Source: an optimization exercise on an open RTL-to-GDS flow (aim: small area and a short achievable clock period). Production flows keep margins and buffers that such runs may drop.
The RTL was checked by simulation tests, not by an equivalence proof against the original design.
The flow treats the clock pin as an ideal source, which a real chip does not have.
No activity file was given, so power comes from the tool's default toggle rates.

Setup of red:
## alu_top
module alu_top (
    input  logic        clk,
    input  logic [31:0] op1,
    input  logic [31:0] op2,
    input  logic [3:0]  alu_ctrl,
    output logic [31:0] alu_result,
    output logic        zero
    );
logic [31:0] op1_q;
logic [31:0] op2_q;
logic [3:0]  alu_ctrl_q;
logic [31:0] result_d;
logic        zero_d;
always_ff @(posedge clk)
begin
    op1_q      <= op1;
    op2_q      <= op2;
    alu_ctrl_q <= alu_ctrl;
    alu_result <= result_d;
    zero       <= zero_d;
end
alu computation (
    .op1(op1_q),
    .op2(op2_q),
    .alu_ctrl(alu_ctrl_q),
    .alu_result(result_d),
    .zero(zero_d)
    );
endmodule
Size: roughly 1500 cells after synthesis, ~100 flip-flops, ~100 I/O pins, about 8400 sq um of cells after synthesis.
Settings: LEC_CHECK=0, ABC_AREA=1, CAP_MARGIN=20, CORE_MARGIN=2, CORE_UTILIZATION=40, PLACE_DENSITY=0.6, SETUP_SLACK_MARGIN=4, SLEW_MARGIN=20; clock period 7.0 ns.
standard.sh (not shown) runs the stock make flow with config.mk's settings and CLKGATE_MAP_FILE= SYNTH_SCRIPT=/design/flow/synth_recipe.tcl, a recipe that flattens the netlist after the stock synthesis.
==> flow/flow/run.sh <==
#!/bin/bash
# Own layout flow: the standard ORFS flow (standard.sh) with two changes:
#  - ADDER_MAP_FILE empty: Yosys does not extract half/full adder cells before ABC,
#    so ABC maps the adder logic itself (smaller and faster here);
#  - port buffers are sky130_fd_sc_hd__buf_1 instead of ORFS's default choice.
# Every port still gets its buffer; synthesis, registers, clock and constraints
# are otherwise the standard flow's own.
set -euo pipefail
export ADDER_MAP_FILE=
export BUFFER_PORTS_ARGS="-buffer_cell sky130_fd_sc_hd__buf_1"
bash standard.sh > standard.log 2>&1
Input-level comparison between blue and red:
==> flow/run.sh (new file) <==
#!/bin/bash
# synth_recipe.tcl (not shown) runs the flow's synth.tcl, then flattens the netlist and writes it again
# the make line also repeats each setting of config.mk as NAME=value (left out here)
make -C /OpenROAD-flow-scripts/flow DESIGN_CONFIG=/design/flow/config.mk WORK_HOME=/design/flow/orfs CLKGATE_MAP_FILE= SYNTH_SCRIPT=/design/flow/synth_recipe.tcl finish
removed: flow/flow/run.sh
removed: flow/standard.sh
Findings:
Going from red to blue, number of well taps saw a decrease; fraction of power consumed by the clock network -0.8 points; sequential cell count neither gained nor lost much; depth of the worst register-to-register path fell 1; fraction of area in non-clock buffers moved up. [blue] die area fell 1200 sq um relative to red.

* * *

== run 1 ==
alu_top, a different RTL version from the one above (not shown whole).
Size: about 1,400 cells after synthesis, about 100 flip-flops, about 0.0084 mm^2 of cells after synthesis.
// alu_top
module alu_top (
    input  logic        clk,
    input  logic [31:0] op1,
    input  logic [31:0] op2,
    input  logic [3:0]  alu_ctrl,
    output logic [31:0] alu_result,
    output logic        zero
    );
export LEC_CHECK = 0
export ABC_AREA = 1
export CAP_MARGIN = 20
export CORE_MARGIN = 2
export CORE_UTILIZATION = 40
export PLACE_DENSITY = 0.6
export SLEW_MARGIN = 20
create_clock -name core_clock -period 7.0 [get_ports {clk}]
==> flow/flow/run.sh <==
#!/bin/bash
# Own layout flow: the standard ORFS flow (standard.sh), run in two parts,
# with these changes:
#  - ADDER_MAP_FILE empty: Yosys does not extract half/full adder cells before
#    ABC, so ABC maps the adder logic itself (smaller and faster here);
#  - port buffers are sky130_fd_sc_hd__buf_1 instead of ORFS's default choice
#    (every port still gets its buffer);
set -euo pipefail
export ADDER_MAP_FILE=
export BUFFER_PORTS_ARGS="-buffer_cell sky130_fd_sc_hd__buf_1"
export POST_CTS_TCL="$PWD/flow/post_cts.tcl"
export SKIP_CTS_REPAIR_TIMING=1
export SKEW_CELLS="sky130_fd_sc_hd__clkbuf_2 sky130_fd_sc_hd__clkbuf_4"
export SKEW_MAX_FANOUT=6
export SKEW_EARLY=3
export SKEW_EARLY_CELL=sky130_fd_sc_hd__clkbuf_16
SETUP_SLACK_MARGIN=4.65 bash standard.sh cts > standard_cts.log 2>&1
SETUP_SLACK_MARGIN=4.55 bash standard.sh finish > standard_finish.log 2>&1
==> flow/flow/post_cts.tcl <==
# Useful skew for the ALU's register-to-register paths. After CTS, each leaf
# clock net that reaches result registers (alu_result, zero) drives them
# through a short chain of clock buffers, so their clock arrives later than the
# operand registers'. This helps the operand -> result paths inside the design
# only: the result -> output port paths see the later clock and get slower.
# CTS's own timing repair is skipped (SKIP_CTS_REPAIR_TIMING=1) and run here,
# after the change, as cts.tcl would have.
set block [ord::get_db_block]
set db [ord::get_db]
set cells $::env(SKEW_CELLS)
set groups [dict create]
foreach inst [$block getInsts] {
  set name [$inst getName]
  if {[string match "alu_result*" $name] || [string match "zero*" $name]} {
    set it [$inst findITerm CLK]
    if {$it == "NULL"} continue
    dict lappend groups [[$it getNet] getName] $it
  }
}
set k 0
dict for {netname iterms} $groups {
  set src [$block findNet $netname]
  set sx 0; set sy 0
  foreach it $iterms {
    set loc [[$it getInst] getLocation]
    set sx [expr $sx + [lindex $loc 0]]; set sy [expr $sy + [lindex $loc 1]]
  }
  set n [llength $iterms]
  set x [expr int($sx / $n)]; set y [expr int($sy / $n)]
  # all but the last buffer are shared by the leaf's result registers; the
  # last one drives at most SKEW_MAX_FANOUT of them (nearest by x), to keep
  # the clock pins' slew low
  set j 0
  foreach c [lrange $cells 0 end-1] {
    set dst [odb::dbNet_create $block "clk_skew_${k}_${j}"]
    $dst setSigType CLOCK
    set b [odb::dbInst_create $block [$db findMaster $c] "clk_skew_buf_${k}_${j}"]
    [$b findITerm A] connect $src
    [$b findITerm X] connect $dst
    $b setLocation $x $y
    $b setPlacementStatus PLACED
    set src $dst
    incr j
  }
  set sorted [lsort -command {apply {{a b} {expr {[lindex [[$a getInst] getLocation] 0] - [lindex [[$b getInst] getLocation] 0]}}}} $iterms]
  set maxf $::env(SKEW_MAX_FANOUT)
  set nchunk [expr {($n + $maxf - 1) / $maxf}]
  set per [expr {($n + $nchunk - 1) / $nchunk}]
  for {set ci 0} {$ci < $nchunk} {incr ci} {
    set chunk [lrange $sorted [expr {$ci * $per}] [expr {($ci + 1) * $per - 1}]]
    if {[llength $chunk] == 0} continue
    set cx 0; set cy 0
    foreach it $chunk {
      set loc [[$it getInst] getLocation]
      set cx [expr $cx + [lindex $loc 0]]; set cy [expr $cy + [lindex $loc 1]]
    }
    set dst [odb::dbNet_create $block "clk_skew_${k}_${j}_${ci}"]
    $dst setSigType CLOCK
    set b [odb::dbInst_create $block [$db findMaster [lindex $cells end]] "clk_skew_buf_${k}_${j}_${ci}"]
    [$b findITerm A] connect $src
    [$b findITerm X] connect $dst
    $b setLocation [expr int($cx / [llength $chunk])] [expr int($cy / [llength $chunk])]
    $b setPlacementStatus PLACED
    foreach it $chunk { $it disconnect; $it connect $dst }
  }
  puts "skew: leaf $netname -> $n result registers through [llength $cells] buffer(s), $nchunk last-stage buffer(s)"
  incr k
}
# Optionally the operand registers (op1_q, op2_q, alu_ctrl_q) are taken off
# the CTS tree and driven by SKEW_EARLY clock buffers straight from the clock
# port's net, so their clock arrives earlier: again this helps only the
# operand -> result paths; the input port -> operand paths get less time.
if {[info exists ::env(SKEW_EARLY)] && $::env(SKEW_EARLY) > 0} {
  set ops {}
  foreach inst [$block getInsts] {
    set name [$inst getName]
    if {[string match "op1_q*" $name] || [string match "op2_q*" $name] || [string match "alu_ctrl_q*" $name]} {
      lappend ops [$inst findITerm CLK]
    }
  }
  set portnet [$block findNet clk]
  set ne $::env(SKEW_EARLY)
  # split by y into ne bands
  set sorted [lsort -command {apply {{a b} {expr {[lindex [[$a getInst] getLocation] 1] - [lindex [[$b getInst] getLocation] 1]}}}} $ops]
  set n [llength $sorted]
  set per [expr {($n + $ne - 1) / $ne}]
  for {set ci 0} {$ci < $ne} {incr ci} {
    set chunk [lrange $sorted [expr {$ci * $per}] [expr {($ci + 1) * $per - 1}]]
    if {[llength $chunk] == 0} continue
    set cx 0; set cy 0
    foreach it $chunk {
      set loc [[$it getInst] getLocation]
      set cx [expr $cx + [lindex $loc 0]]; set cy [expr $cy + [lindex $loc 1]]
    }
    set dst [odb::dbNet_create $block "clk_early_${ci}"]
    $dst setSigType CLOCK
    set b [odb::dbInst_create $block [$db findMaster $::env(SKEW_EARLY_CELL)] "clk_early_buf_${ci}"]
    [$b findITerm A] connect $portnet
    [$b findITerm X] connect $dst
    $b setLocation [expr int($cx / [llength $chunk])] [expr int($cy / [llength $chunk])]
    $b setPlacementStatus PLACED
    foreach it $chunk { $it disconnect; $it connect $dst }
  }
  puts "skew: $n operand registers on $ne early clock buffer(s)"
}
global_connect
detailed_placement
estimate_parasitics -placement
repair_timing_helper
detailed_placement
check_placement -verbose
estimate_parasitics -placement
report_worst_slack
## Diff of input files: run 2 against run 1
-- flow/flow/run.sh --
<<< run 1, line 13
export SKEW_CELLS="sky130_fd_sc_hd__clkbuf_2 sky130_fd_sc_hd__clkbuf_4"
export SKEW_MAX_FANOUT=6
export SKEW_EARLY=3
export SKEW_EARLY_CELL=sky130_fd_sc_hd__clkbuf_16
SETUP_SLACK_MARGIN=4.65 bash standard.sh cts > standard_cts.log 2>&1
SETUP_SLACK_MARGIN=4.55 bash standard.sh finish > standard_finish.log 2>&1
>>> run 2, line 13
export SKEW_CELLS="sky130_fd_sc_hd__clkbuf_2 sky130_fd_sc_hd__clkbuf_4"
export SKEW_MAX_FANOUT=6
SETUP_SLACK_MARGIN=4.6 bash standard.sh cts > standard_cts.log 2>&1
SETUP_SLACK_MARGIN=4.4 bash standard.sh finish > standard_finish.log 2>&1
-- flow/flow/post_cts.tcl --
<<< run 1, line 67
  incr k
}
# Optionally the operand registers (op1_q, op2_q, alu_ctrl_q) are taken off
# the CTS tree and driven by SKEW_EARLY clock buffers straight from the clock
# port's net, so their clock arrives earlier: again this helps only the
# operand -> result paths; the input port -> operand paths get less time.
if {[info exists ::env(SKEW_EARLY)] && $::env(SKEW_EARLY) > 0} {
  set ops {}
  foreach inst [$block getInsts] {
    set name [$inst getName]
    if {[string match "op1_q*" $name] || [string match "op2_q*" $name] || [string match "alu_ctrl_q*" $name]} {
      lappend ops [$inst findITerm CLK]
    }
  }
  set portnet [$block findNet clk]
  set ne $::env(SKEW_EARLY)
  # split by y into ne bands
  set sorted [lsort -command {apply {{a b} {expr {[lindex [[$a getInst] getLocation] 1] - [lindex [[$b getInst] getLocation] 1]}}}} $ops]
  set n [llength $sorted]
  set per [expr {($n + $ne - 1) / $ne}]
  for {set ci 0} {$ci < $ne} {incr ci} {
    set chunk [lrange $sorted [expr {$ci * $per}] [expr {($ci + 1) * $per - 1}]]
    if {[llength $chunk] == 0} continue
    set cx 0; set cy 0
    foreach it $chunk {
      set loc [[$it getInst] getLocation]
      set cx [expr $cx + [lindex $loc 0]]; set cy [expr $cy + [lindex $loc 1]]
    }
    set dst [odb::dbNet_create $block "clk_early_${ci}"]
    $dst setSigType CLOCK
    set b [odb::dbInst_create $block [$db findMaster $::env(SKEW_EARLY_CELL)] "clk_early_buf_${ci}"]
    [$b findITerm A] connect $portnet
    [$b findITerm X] connect $dst
    $b setLocation [expr int($cx / [llength $chunk])] [expr int($cy / [llength $chunk])]
    $b setPlacementStatus PLACED
    foreach it $chunk { $it disconnect; $it connect $dst }
  }
  puts "skew: $n operand registers on $ne early clock buffer(s)"
}
global_connect
detailed_placement
>>> run 2, line 67
  incr k
}
global_connect
detailed_placement
Notes after the runs:
Run 2 closes out successfully: all stages finished, all timing, DRC and antenna checks passed.
Comparing run 1 and run 2, the lower per-cell via count in the routed design was measured on run 1.
In the flow results for run 1 and run 2, the arrival time of data at the critical path endpoint is larger on run 1.
[run 2 vs run 1] portion of total power attributed to combinational logic: higher in run 2
First-iteration DRC count grows slightly when moving from run 1 to run 2.
Part of the total power dissipated in the clock network for run 2: 2.0 points down relative to run 1
Run 1 ended up with the clock network as its largest power group; run 2 ended up with registers.
Run 2 vs run 1, all-layer global routing usage went up by 0.42 points.
#### Input delta (run 3 over run 2)
Settings: PLACE_DENSITY: 0.6 -> 0.7; CORE_UTILIZATION: 40 -> 55.
-- flow/flow/run.sh --
<<< run 2, line 6
#  - port buffers are sky130_fd_sc_hd__buf_1 instead of ORFS's default choice
#    (every port still gets its buffer);
set -euo pipefail
export ADDER_MAP_FILE=
>>> run 3, line 6
#  - port buffers are sky130_fd_sc_hd__buf_1 instead of ORFS's default choice
#    (every port still gets its buffer);
#  - CTS inserts no dummy loads (CTS_ARGS: ORFS's default arguments plus
#    -dont_use_dummy_load).
# Synthesis script, registers, clock and constraints are otherwise the standard flow's own.
# Each make step writes its own log under orfs/logs; standard.sh's output goes
# to standard_cts.log and standard_finish.log here.
set -euo pipefail
export ADDER_MAP_FILE=
<<< run 2, line 11
export POST_CTS_TCL="$PWD/flow/post_cts.tcl"
export SKIP_CTS_REPAIR_TIMING=1
export SKEW_CELLS="sky130_fd_sc_hd__clkbuf_2 sky130_fd_sc_hd__clkbuf_4"
export SKEW_MAX_FANOUT=6
>>> run 3, line 16
export POST_CTS_TCL="$PWD/flow/post_cts.tcl"
export SKIP_CTS_REPAIR_TIMING=1
export CTS_ARGS="-sink_clustering_enable -repair_clock_nets -dont_use_dummy_load"
export SKEW_CELLS="sky130_fd_sc_hd__clkbuf_2 sky130_fd_sc_hd__clkbuf_4"
export SKEW_MAX_FANOUT=6
## What came out
- End-of-flow core utilization up 16 points in run 3 wrt run 2
- Looking at launch point of the critical path, the alu_result[11] result is from run 2; the alu_ctrl_q[2] one comes from run 3.
- Run 3: full flow OK, the timing, design-rule and antenna checks passed
- Run 3 vs. run 2: number of nets in the layout saw little to no change; met3 routing resource usage after global routing saw an increase.
Relative to run 3, the following input files were edited for run 4:
Settings: swapping 55 for 40 in CORE_UTILIZATION; swapping 0.7 for 0.6 in PLACE_DENSITY.
==> flow/flow/run.sh <==
#!/bin/bash
# Own layout flow: the standard ORFS flow (standard.sh), run in two parts,
# with these changes:
#  - ADDER_MAP_FILE empty: Yosys does not extract half/full adder cells before
#    ABC, so ABC maps the adder logic itself (smaller and faster here);
#  - port buffers are sky130_fd_sc_hd__buf_1 instead of ORFS's default choice
#    (every port still gets its buffer);
set -euo pipefail
export ADDER_MAP_FILE=
export BUFFER_PORTS_ARGS="-buffer_cell sky130_fd_sc_hd__buf_1"
export POST_CTS_TCL="$PWD/flow/post_cts.tcl"
export SKIP_CTS_REPAIR_TIMING=1
export SKEW_CELLS="sky130_fd_sc_hd__clkbuf_2 sky130_fd_sc_hd__clkbuf_4"
export SKEW_MAX_FANOUT=6
SETUP_SLACK_MARGIN=4.5 bash standard.sh cts > standard_cts.log 2>&1
SETUP_SLACK_MARGIN=4.3 bash standard.sh finish > standard_finish.log 2>&1
## What came out
Compared with run 3, run 4 degrades first-pass GRT wire length.
On flip-flop and latch share of the layout cell area, run 3 tracks run 4 almost exactly.
Run 4 ended up with more standard cells than run 3.
--- input diff run 4..run 5 ---
Settings: PLACE_DENSITY now 0.7, was 0.6; CORE_UTILIZATION now 55, was 40.
==> flow/flow/run.sh <==
#!/bin/bash
# Own layout flow: the standard ORFS flow (standard.sh), run in two parts,
# with these changes:
#  - ADDER_MAP_FILE empty: Yosys does not extract half/full adder cells before
#    ABC, so ABC maps the adder logic itself (smaller and faster here);
#  - port buffers are sky130_fd_sc_hd__buf_1 instead of ORFS's default choice
#    (every port still gets its buffer);
#  - CTS inserts no dummy loads (CTS_ARGS: ORFS's default arguments plus
#    -dont_use_dummy_load).
# Synthesis script, registers, clock and constraints are otherwise the standard flow's own.
# Each make step writes its own log under orfs/logs; standard.sh's output goes
# to standard_cts.log and standard_finish.log here.
set -euo pipefail
export ADDER_MAP_FILE=
export BUFFER_PORTS_ARGS="-buffer_cell sky130_fd_sc_hd__buf_1"
export POST_CTS_TCL="$PWD/flow/post_cts.tcl"
export SKIP_CTS_REPAIR_TIMING=1
export CTS_ARGS="-sink_clustering_enable -repair_clock_nets -dont_use_dummy_load"
export SKEW_CELLS="sky130_fd_sc_hd__clkbuf_2 sky130_fd_sc_hd__clkbuf_4"
export SKEW_MAX_FANOUT=6
export SKEW_EARLY=3
export SKEW_EARLY_CELL=sky130_fd_sc_hd__clkbuf_16
SETUP_SLACK_MARGIN=4.65 bash standard.sh cts > standard_cts.log 2>&1
SETUP_SLACK_MARGIN=4.55 bash standard.sh finish > standard_finish.log 2>&1
-- flow/flow/post_cts.tcl --
<<< run 4, line 67
  incr k
}
global_connect
detailed_placement
>>> run 5, line 67
  incr k
}
# Optionally the operand registers (op1_q, op2_q, alu_ctrl_q) are taken off
# the CTS tree and driven by SKEW_EARLY clock buffers straight from the clock
# port's net, so their clock arrives earlier: again this helps only the
# operand -> result paths; the input port -> operand paths get less time.
if {[info exists ::env(SKEW_EARLY)] && $::env(SKEW_EARLY) > 0} {
  set ops {}
  foreach inst [$block getInsts] {
    set name [$inst getName]
    if {[string match "op1_q*" $name] || [string match "op2_q*" $name] || [string match "alu_ctrl_q*" $name]} {
      lappend ops [$inst findITerm CLK]
    }
  }
  set portnet [$block findNet clk]
  set ne $::env(SKEW_EARLY)
  # split by y into ne bands
  set sorted [lsort -command {apply {{a b} {expr {[lindex [[$a getInst] getLocation] 1] - [lindex [[$b getInst] getLocation] 1]}}}} $ops]
  set n [llength $sorted]
  set per [expr {($n + $ne - 1) / $ne}]
  for {set ci 0} {$ci < $ne} {incr ci} {
    set chunk [lrange $sorted [expr {$ci * $per}] [expr {($ci + 1) * $per - 1}]]
    if {[llength $chunk] == 0} continue
    set cx 0; set cy 0
    foreach it $chunk {
      set loc [[$it getInst] getLocation]
      set cx [expr $cx + [lindex $loc 0]]; set cy [expr $cy + [lindex $loc 1]]
    }
    set dst [odb::dbNet_create $block "clk_early_${ci}"]
    $dst setSigType CLOCK
    set b [odb::dbInst_create $block [$db findMaster $::env(SKEW_EARLY_CELL)] "clk_early_buf_${ci}"]
    [$b findITerm A] connect $portnet
    [$b findITerm X] connect $dst
    $b setLocation [expr int($cx / [llength $chunk])] [expr int($cy / [llength $chunk])]
    $b setPlacementStatus PLACED
    foreach it $chunk { $it disconnect; $it connect $dst }
  }
  puts "skew: $n operand registers on $ne early clock buffer(s)"
}
global_connect
detailed_placement
[summary]
Looking at the reports, run 5 completed the entire flow and the layout it produced met the timing, design-rule and antenna checks.
~same sequential fraction of total cell area in run 5 and run 4
Going from run 4 to run 5, power went down; via count of the first global-routing pass grew by 3.3%; inserted tap cell count now sits lower; worst-margin pin slew shrank by 0.28 ns; core region area moved down.
Run 5 reports a lower number of placed cells counting well taps than run 4 does.
Per the comparison of run 5 with run 4, global-route usage climbed 9.7 points; post-layout minimum cycle time dropped 0.21 ns.

static timing again, ports no longer ideal:
No port has a modelled driver above. Below, the same layouts with a new extraction and two added sets of constraints.
Step 1 (the two cells are an assumption about what drives the block):
set clk [get_ports {clk}]
set_driving_cell -lib_cell sky130_fd_sc_hd__clkbuf_16 $clk
set_driving_cell -lib_cell sky130_fd_sc_hd__buf_2 [delete_from_list [all_inputs] $clk]
Step 2, shift: input delay + t, output delay - t, t = (earliest + latest rising clock arrival at the registers) / 2. This alone moves slack from input paths to output paths.
Three values: ideal ports, drivers, drivers and shift; two values: the first two.
| run | t (ns) | slack for setup (ns) | latest minus earliest clock arrival (ns) |
|---|---|---|---|
| red | 0.408 | 3.987 / 3.987 / 3.987 | 0.010 / 0.010 |
| blue | 0.407 | 3.473 / 3.473 / 3.473 | 0.013 / 0.014 |
| run 1 | 0.481 | 4.493 / 4.426 / 4.493 | 0.501 / 0.501 |
| run 2 | 0.542 | 4.511 / 4.463 / 4.523 | 0.306 / 0.306 |
| run 3 | 0.516 | 4.289 / 4.289 / 4.289 | 0.284 / 0.283 |
| run 4 | 0.541 | 4.317 / 4.317 / 4.317 | 0.311 / 0.311 |
| run 5 | 0.459 | 4.525 / 4.438 / 4.604 | 0.463 / 0.464 |
Clock arrivals are far apart in run 1, run 2, run 4 and run 5, so t is only a midpoint there and step 2 fits no single register.
